This design comes from an exercise in tuning for small area on the open sky130 flow, not from production work. Where RTL was checked, it was by simulation tests only, not by an equivalence proof against the original. Power is estimated from default activity; no workload was simulated.

## lane 4
Design top, start of the top module:
module top (
    input clk,
    input rst,
    input rx,
    input [3:0] sw_mode,
    input btn_L, btn_R, btn_D, btn_U,
    input echo,
    input dht_in,
    output dht_oe,
    output dht_drv,
    output trig,
    output tx,
    output [3:0] fndCom,
    output [7:0] fndFont
);
For scale: ~2000 cells after synthesis, about 29 I/O pins, ~17000 um2 of cells after synthesis.
clock: 110.0 ns
lec_check: 0
cap_margin: 20
core_margin: 2
core_utilization: 40
slew_margin: 20
standard.sh (not shown) runs the stock make flow with config.mk's settings and CLKGATE_MAP_FILE= SYNTH_SCRIPT=/design/flow/synth_recipe.tcl, a recipe that flattens the netlist after the stock synthesis.
==> flow/flow/run.sh <==
#!/bin/bash
# Standard synthesis, then the combinational logic between the (untouched) registers is
# re-mapped by ABC with an area-oriented script; then the standard layout steps.
set -euo pipefail
W=$(pwd)
R=$W/orfs/results/$FLOW_PLATFORM/top/base
L=$W/orfs/logs/$FLOW_PLATFORM/top/base
LIB=$FLOW_HOME/platforms/$FLOW_PLATFORM/lib/sky130_fd_sc_hd__tt_025C_1v80.lib

bash standard.sh synth > $W/std_synth.log 2>&1

yosys -p "read_liberty -ignore_miss_func $LIB; write_verilog -noattr $W/cells_all.v" > $W/cells.log 2>&1
python3 $W/flow/comb.py $W/cells_all.v $W/comb_cells.v
DU=$(grep -o -- '-dont_use [A-Za-z0-9_]*' $L/1_2_yosys.log | sort -u | tr '\n' ' ')
cp $R/1_2_yosys.v $W/std_1_2_yosys.v
yosys -p "read_liberty -lib $LIB; read_verilog $W/std_1_2_yosys.v; hierarchy -top $FLOW_TOP; \
  techmap -map $W/comb_cells.v; techmap; opt -purge; \
  abc -liberty $LIB $DU -script $W/flow/resyn.abc; \
  splitnets; opt_clean -purge; \
  hilomap -singleton -hicell sky130_fd_sc_hd__conb_1 HI -locell sky130_fd_sc_hd__conb_1 LO; \
  insbuf -buf sky130_fd_sc_hd__buf_4 A X; opt_clean -purge; \
  stat -liberty $LIB; write_verilog -noattr -nohex -nodec $W/resyn.v" > $W/resyn.log 2>&1
cp $W/resyn.v $R/1_2_yosys.v
rm -f $R/1_synth.odb $R/1_synth.sdc
# A clock tree of clkbuf_8 buffers without dummy loads.

export CTS_ARGS="-sink_clustering_enable -repair_clock_nets -dont_use_dummy_load -buf_list sky130_fd_sc_hd__clkbuf_8"
export RECOVER_POWER=100
bash standard.sh > $W/std_finish.log 2>&1
==> flow/flow/comb.py <==
# Keep the combinational cell models (no state) from a Yosys dump of the liberty file,
# to map the standard synthesis's gates back to logic for re-mapping.
import re, sys
s = open(sys.argv[1]).read()
keep = [b for b, n in re.findall(r'(module (\S+?)\(.*?endmodule)', s, re.S)
        if 'always' not in b and ' reg ' not in b]
open(sys.argv[2], 'w').write('\n\n'.join(keep) + '\n')
==> flow/flow/resyn.abc <==
strash
ifraig
dc2
dch -f
amap
mfs2 -a
strash
dc2
dch -f
amap
mfs2 -a
strash
dc2
dch -f
amap
mfs2 -a
strash
dch -f
amap
mfs2 -a
strash
dch -f
amap
topo
Lane 4 finished every stage; the final checks, however, were not passed, the failures being max-capacitance violations, max-slew violations.
--- input diff lane 4..lane 1 ---
diff --git a/flow/flow/run.sh b/flow/flow/run.sh
--- a/flow/flow/run.sh
+++ b/flow/flow/run.sh
@@ -23,7 +23,7 @@
 cp $W/resyn.v $R/1_2_yosys.v
 rm -f $R/1_synth.odb $R/1_synth.sdc
-# A clock tree of clkbuf_8 buffers without dummy loads.
+# A clock tree without dummy loads.
 
-export CTS_ARGS="-sink_clustering_enable -repair_clock_nets -dont_use_dummy_load -buf_list sky130_fd_sc_hd__clkbuf_8"
+export CTS_ARGS="-sink_clustering_enable -repair_clock_nets -dont_use_dummy_load"
 export RECOVER_POWER=100
 bash standard.sh > $W/std_finish.log 2>&1
==> comparison <==
What the final checks of lane 1 revealed, after a flow that finished every stage, was a layout that fails on max-capacitance violations, max-slew violations. Comparing lane 1 with lane 4, the via count came out essentially unchanged. The period utilization of lane 4 and that of lane 1 are within noise of each other. Count of placed standard cells in the final layout, fillers left out in lane 1 vs lane 4: down 20. Of lane 1 and lane 4, lane 4 shows the higher hold slack, with lane 1 below it. The core of lane 1 is more densely filled than that of lane 4.
No run of this note included a check of the RTL's function; only the layout flow was run.

## build 34
Another version of the RTL of top (not shown whole).
Size in the first run: about 1800 cells after synthesis, ~29 I/O pins, ~15000 µm² of cells after synthesis.
export LEC_CHECK = 0
export CAP_MARGIN = 20
export CORE_MARGIN = 2
export CORE_UTILIZATION = 40
export SLEW_MARGIN = 20
create_clock -name core_clock -period 110.0 [get_ports {clk}]
==> flow/flow/run.sh <==
#!/bin/bash
# Standard synthesis; then the combinational logic between the (untouched) registers is
# re-mapped by ABC with area-oriented scripts (the smallest result is kept); then the
# standard layout steps, with small port buffers and a clock tree of clkbuf_8 buffers
# without dummy loads.
set -euo pipefail
W=$(pwd)
R=$W/orfs/results/$FLOW_PLATFORM/top/base
L=$W/orfs/logs/$FLOW_PLATFORM/top/base
LIB=$FLOW_HOME/platforms/$FLOW_PLATFORM/lib/sky130_fd_sc_hd__tt_025C_1v80.lib

bash standard.sh synth > $W/std_synth.log 2>&1

yosys -p "read_liberty -ignore_miss_func $LIB; write_verilog -noattr $W/cells_all.v" > $W/cells.log 2>&1
python3 $W/flow/comb.py $W/cells_all.v $W/comb_cells.v
DU=$(grep -o -- '-dont_use [A-Za-z0-9_]*' $L/1_2_yosys.log | sort -u | tr '\n' ' ')
cp $R/1_2_yosys.v $W/std_1_2_yosys.v

resyn() {
  yosys -p "read_liberty -lib $LIB; read_verilog $W/std_1_2_yosys.v; hierarchy -top $FLOW_TOP; \
    techmap -map $W/comb_cells.v; techmap; opt -purge; \
    abc -liberty $LIB $DU -script $W/flow/resyn_$1.abc; \
    splitnets; opt_clean -purge; \
    hilomap -singleton -hicell sky130_fd_sc_hd__conb_1 HI -locell sky130_fd_sc_hd__conb_1 LO; \
    insbuf -buf sky130_fd_sc_hd__buf_1 A X; opt_clean -purge; \
    stat -liberty $LIB; write_verilog -noattr -nohex -nodec $W/resyn_$1.v" > $W/resyn_$1.log 2>&1
}
resyn a & resyn b & resyn c & resyn d & wait
best=""; besta=""
for k in a b c d; do
  a=$(grep "Chip area for module" $W/resyn_$k.log | tail -1 | awk '{print $NF}')
  echo "resyn $k: $a" >> $W/resyn_pick.log
  if [[ -n "$a" ]] && { [[ -z "$besta" ]] || python3 -c "import sys; sys.exit(0 if float('$a') < float('$besta') else 1)"; }; then
    best=$k; besta=$a
  fi
done
echo "picked $best ($besta)" >> $W/resyn_pick.log
cp $W/resyn_$best.v $R/1_2_yosys.v
rm -f $R/1_synth.odb $R/1_synth.sdc

export BUFFER_PORTS_ARGS="-buffer_cell sky130_fd_sc_hd__buf_1"
export CTS_ARGS="-sink_clustering_enable -repair_clock_nets -dont_use_dummy_load -buf_list sky130_fd_sc_hd__clkbuf_8 -sink_clustering_size 18 -sink_clustering_max_diameter 60"
bash standard.sh > $W/std_finish.log 2>&1
==> flow/flow/resyn_a.abc <==
strash
ifraig
dc2
&get -n
&deepsyn -T 600 -S 3
&put
dch -f
amap
mfs2 -a
strash
dc2
dch -f
amap
mfs2 -a
strash
dc2
dch -f
amap
mfs2 -a
strash
dch -f
amap
topo
==> flow/flow/resyn_b.abc <==
strash
ifraig
dc2
&get -n
&deepsyn -T 600
&put
dch -f
amap
mfs2 -a
strash
dc2
dch -f
amap
mfs2 -a
strash
dc2
dch -f
amap
mfs2 -a
strash
dch -f
amap
topo
==> flow/flow/resyn_c.abc <==
strash
ifraig
dc2
&get -n
&deepsyn -T 600 -S 1
&put
dch -f
amap
mfs2 -a
strash
dc2
dch -f
amap
mfs2 -a
strash
dc2
dch -f
amap
mfs2 -a
strash
dch -f
amap
topo
==> flow/flow/resyn_d.abc <==
strash
ifraig
dc2
&get -n
&deepsyn -T 600 -S 2
&put
dch -f
amap
mfs2 -a
strash
dc2
dch -f
amap
mfs2 -a
strash
dc2
dch -f
amap
mfs2 -a
strash
dch -f
amap
topo
Scripts as last shown in full above: flow/flow/comb.py
Having completed the whole flow, build 34 delivered a layout that passed the timing, DRC and antenna checks.
The following lists how build 69 was set up differently from build 34:
--- a/flow/flow/run.sh
+++ b/flow/flow/run.sh
@@ -41,3 +41,3 @@
 export BUFFER_PORTS_ARGS="-buffer_cell sky130_fd_sc_hd__buf_1"
-export CTS_ARGS="-sink_clustering_enable -repair_clock_nets -dont_use_dummy_load -buf_list sky130_fd_sc_hd__clkbuf_8 -sink_clustering_size 18 -sink_clustering_max_diameter 60"
+export CTS_ARGS="-sink_clustering_enable -repair_clock_nets -dont_use_dummy_load -buf_list sky130_fd_sc_hd__clkbuf_8 -sink_clustering_size 16 -sink_clustering_max_diameter 60"
 bash standard.sh > $W/std_finish.log 2>&1
--- outcome ---
- Build 34 -> build 69: die footprint delta 0, exact match
- Changes observed in build 69 relative to build 34: reported clock group power rose about 2%, number of antenna violations at the first check in global routing ~0 delta.
Relative to build 69, the following input files were edited for build 85:
--- a/flow/flow/run.sh
+++ b/flow/flow/run.sh
@@ -27,5 +27,5 @@
 }
-resyn a & resyn b & resyn c & resyn d & wait
+resyn a
 best=""; besta=""
-for k in a b c d; do
+for k in a; do
   a=$(grep "Chip area for module" $W/resyn_$k.log | tail -1 | awk '{print $NF}')
--- a/flow/flow/resyn_a.abc
+++ b/flow/flow/resyn_a.abc
@@ -3,5 +3,2 @@
 dc2
-&get -n
-&deepsyn -T 600 -S 3
-&put
 dch -f
@@ -22,2 +19,6 @@
 amap
+mfs2 -a
+strash
+dch -f
+amap
 topo
removed: flow/flow/resyn_b.abc
removed: flow/flow/resyn_c.abc
removed: flow/flow/resyn_d.abc
Findings:
On placed wire-length estimate: between build 85 and build 69, it ends up lower for build 69. In build 85, final estimated routing congestion in global placement is higher than in build 69. Vias: build 85 above build 69. Least setup slack across all paths after layout ends up lower on build 85. Build 85 vs build 69: post-synthesis instance area up by a few percent.
[inputs] build 30 vs build 85
# build 85
export LEC_CHECK = 0
export CAP_MARGIN = 20
export CORE_MARGIN = 2
export CORE_UTILIZATION = 40
export SLEW_MARGIN = 20
create_clock -name core_clock -period 110.0 [get_ports {clk}]
# build 30
export LEC_CHECK = 0
export CAP_MARGIN = 20
export CORE_MARGIN = 2
export CORE_UTILIZATION = 40
export GPL_TIMING_DRIVEN = 0
export SLEW_MARGIN = 20
create_clock -name core_clock -period 110.0 [get_ports {clk}]
## What came out
Build 30 reached the end of the flow, and the finished layout is clean on the timing, DRC and antenna checks.
Looking at minimum period implied by the final worst setup slack, build 30 sits 0.34 ns higher than build 85 does.
Against build 85, worst setup slack after layout in build 30 came out worse.
Looking at layout clock buffer count, build 30 sits about 3.2% lower than build 85 does.
Build 30 -> build 85: part of the total power dissipated in combinational logic flat
Build 30 against build 85: setup slack of the most critical reg-to-reg path went up 0.09 ns; CTS clock-pin slew for the worst setup and hold paths went up 0.02 ns.
Area growth from synthesis to final layout: build 30 > build 85
Taking build 85 as the reference point, the CTS buffer count of build 30 falls by about 3.2%.
Looking at power, build 30 sits below build 85.

Another version of the RTL of top (not shown whole).
Size in the first run: roughly 29 I/O pins, ~15000 sq um of cells after synthesis.
==> flow/config.mk <==
export PLATFORM = sky130hd
export DESIGN_NAME = top
export DESIGN_NICKNAME = top
export VERILOG_FILES = /design/flow/design.v
export SDC_FILE = /design/flow/constraint.sdc
export NUM_CORES = 4
export LEC_CHECK = 0
export CAP_MARGIN = 20
export CORE_MARGIN = 2
export CORE_UTILIZATION = 40
export SLEW_MARGIN = 20
==> flow/constraint.sdc <==
create_clock -name core_clock -period 110.0 [get_ports {clk}]
set_input_delay 22.0000 -clock core_clock [delete_from_list [all_inputs] [get_ports {clk}]]
set_output_delay 22.0000 -clock core_clock [all_outputs]
set_load 0.01 [all_outputs]
==> flow/flow/run.sh <==
#!/bin/bash
# Standard synthesis; then the combinational logic between the (untouched) registers is
# re-mapped by ABC with area-oriented scripts (the smallest result is kept); then the
# standard layout steps, with small port buffers and a clock tree of clkbuf_8 buffers
# without dummy loads.
set -euo pipefail
W=$(pwd)
R=$W/orfs/results/$FLOW_PLATFORM/top/base
L=$W/orfs/logs/$FLOW_PLATFORM/top/base
LIB=$FLOW_HOME/platforms/$FLOW_PLATFORM/lib/sky130_fd_sc_hd__tt_025C_1v80.lib

bash standard.sh synth > $W/std_synth.log 2>&1

yosys -p "read_liberty -ignore_miss_func $LIB; write_verilog -noattr $W/cells_all.v" > $W/cells.log 2>&1
python3 $W/flow/comb.py $W/cells_all.v $W/comb_cells.v
DU=$(grep -o -- '-dont_use [A-Za-z0-9_]*' $L/1_2_yosys.log | sort -u | tr '\n' ' ')
cp $R/1_2_yosys.v $W/std_1_2_yosys.v

resyn() {
  yosys -p "read_liberty -lib $LIB; read_verilog $W/std_1_2_yosys.v; hierarchy -top $FLOW_TOP; \
    techmap -map $W/comb_cells.v; techmap; opt -purge; \
    abc -liberty $LIB $DU -script $W/flow/resyn_$1.abc; \
    splitnets; opt_clean -purge; \
    hilomap -singleton -hicell sky130_fd_sc_hd__conb_1 HI -locell sky130_fd_sc_hd__conb_1 LO; \
    insbuf -buf sky130_fd_sc_hd__buf_1 A X; opt_clean -purge; \
    stat -liberty $LIB; write_verilog -noattr -nohex -nodec $W/resyn_$1.v" > $W/resyn_$1.log 2>&1
}
resyn a & resyn b & resyn c & resyn d & wait
best=""; besta=""
for k in a b c d; do
  a=$(grep "Chip area for module" $W/resyn_$k.log | tail -1 | awk '{print $NF}')
  echo "resyn $k: $a" >> $W/resyn_pick.log
  if [[ -n "$a" ]] && { [[ -z "$besta" ]] || python3 -c "import sys; sys.exit(0 if float('$a') < float('$besta') else 1)"; }; then
    best=$k; besta=$a
  fi
done
echo "picked $best ($besta)" >> $W/resyn_pick.log
cp $W/resyn_$best.v $R/1_2_yosys.v
rm -f $R/1_synth.odb $R/1_synth.sdc

export BUFFER_PORTS_ARGS="-buffer_cell sky130_fd_sc_hd__buf_1"
export CTS_ARGS="-sink_clustering_enable -repair_clock_nets -dont_use_dummy_load -buf_list sky130_fd_sc_hd__clkbuf_8 -sink_clustering_size 16 -sink_clustering_max_diameter 60"
bash standard.sh > $W/std_finish.log 2>&1
==> flow/flow/resyn_b.abc <==
strash
ifraig
dc2
&get -n
&deepsyn -T 300
&put
dch -f
amap
mfs2 -a
strash
dc2
dch -f
amap
mfs2 -a
strash
dc2
dch -f
amap
mfs2 -a
strash
dch -f
amap
topo
==> flow/flow/resyn_c.abc <==
strash
ifraig
dc2
&get -n
&deepsyn -T 300 -S 1
&put
dch -f
amap
mfs2 -a
strash
dc2
dch -f
amap
mfs2 -a
strash
dc2
dch -f
amap
mfs2 -a
strash
dch -f
amap
topo
==> flow/flow/resyn_d.abc <==
strash
ifraig
dc2
&get -n
&deepsyn -T 300 -S 2
&put
dch -f
amap
mfs2 -a
strash
dc2
dch -f
amap
mfs2 -a
strash
dc2
dch -f
amap
mfs2 -a
strash
dch -f
amap
topo
Scripts as last shown in full above: flow/flow/comb.py
Other scripts of this flow, unchanged in this note and not shown: flow/flow/resyn_a.abc
==> next run, changes <==
--- a/flow/flow/run.sh
+++ b/flow/flow/run.sh
@@ -28 +28 @@
-resyn a & resyn b & resyn c & resyn d & wait
+resyn a
@@ -30 +30 @@
-for k in a b c d; do
+for k in a; do
@@ -42 +42 @@
-export CTS_ARGS="-sink_clustering_enable -repair_clock_nets -dont_use_dummy_load -buf_list sky130_fd_sc_hd__clkbuf_8 -sink_clustering_size 16 -sink_clustering_max_diameter 60"
+export CTS_ARGS="-sink_clustering_enable -repair_clock_nets -dont_use_dummy_load -buf_list {sky130_fd_sc_hd__clkbuf_4 sky130_fd_sc_hd__clkbuf_8} -sink_clustering_size 12 -sink_clustering_max_diameter 50"
removed: flow/flow/resyn_b.abc
removed: flow/flow/resyn_c.abc
removed: flow/flow/resyn_d.abc
- The new run ran to the end with no violations
- setup slack loses 0.84 ns
- via count grows by 9.7%
- die area grows by 5.1%
- global-route usage grows by 0.95 points
- wire length grows by 10%
- area after synthesis grows by 5.2%
==> next run, changes <==
--- a/flow/flow/run.sh
+++ b/flow/flow/run.sh
@@ -42 +42 @@
-export CTS_ARGS="-sink_clustering_enable -repair_clock_nets -dont_use_dummy_load -buf_list {sky130_fd_sc_hd__clkbuf_4 sky130_fd_sc_hd__clkbuf_8} -sink_clustering_size 12 -sink_clustering_max_diameter 50"
+export CTS_ARGS="-sink_clustering_enable -repair_clock_nets -dont_use_dummy_load -buf_list sky130_fd_sc_hd__clkbuf_4 -sink_clustering_size 8 -sink_clustering_max_diameter 40"
Sequential cell count is unchanged. Final area drops by 0.67%. Worst setup slack gets better by 0.0074 ns. Wire length barely changes. First-iteration DRC count drops by about 6.4%.

## re-timing with driven ports
In the flow no input, the clock included, has a driving cell. The finished layouts below were timed again as built, in two steps. Step 1: set_driving_cell puts a clkbuf_16 on clk and a buf_2 on each other input, an assumption about the parent block. Step 2 moves the port delays by t, midway between the first and last clock arrival at a register: inputs arrive t later, outputs are due t later. That takes back most of the time a late clock gives input paths. a / b / c = ideal ports / drivers / drivers and shift; a / b = the first two.
run | shift t [ns] | slack for setup (ns) | worst setup path at the end | slew at the worst register clock pin (ns) | worst slew at a driven data input, ns
lane 4 | 0.669 | 59.651 / 59.623 / 59.623 | input to output | 0.06 / 0.06 | 0.09
lane 1 | 0.590 | 59.668 / 59.640 / 59.640 | input to output | 0.06 / 0.06 | 0.08
build 34 | 0.647 | 62.295 / 62.267 / 62.267 | input to output | 0.11 / 0.11 | 0.07
build 69 | 0.651 | 62.265 / 62.237 / 62.237 | input to output | 0.10 / 0.10 | 0.07
build 85 | 0.665 | 62.211 / 62.175 / 62.175 | input to output | 0.10 / 0.10 | 0.04
build 30 | 0.656 | 61.875 / 61.850 / 61.850 | input to output | 0.10 / 0.10 | 0.04
the first run of note 3 | 0.664 | 62.673 / 62.647 / 62.647 | input to output | 0.10 / 0.10 | 0.04
the second run of note 3 | 0.640 | 61.829 / 61.803 / 61.803 | input to output | 0.08 / 0.08 | 0.06
the third run of note 3 | 0.815 | 61.836 / 61.810 / 61.810 | input to output | 0.09 / 0.09 | 0.07
The setup slack of build 85, which loses most, moves by -0.036 ns with the drivers and by -0.036 ns with both steps.
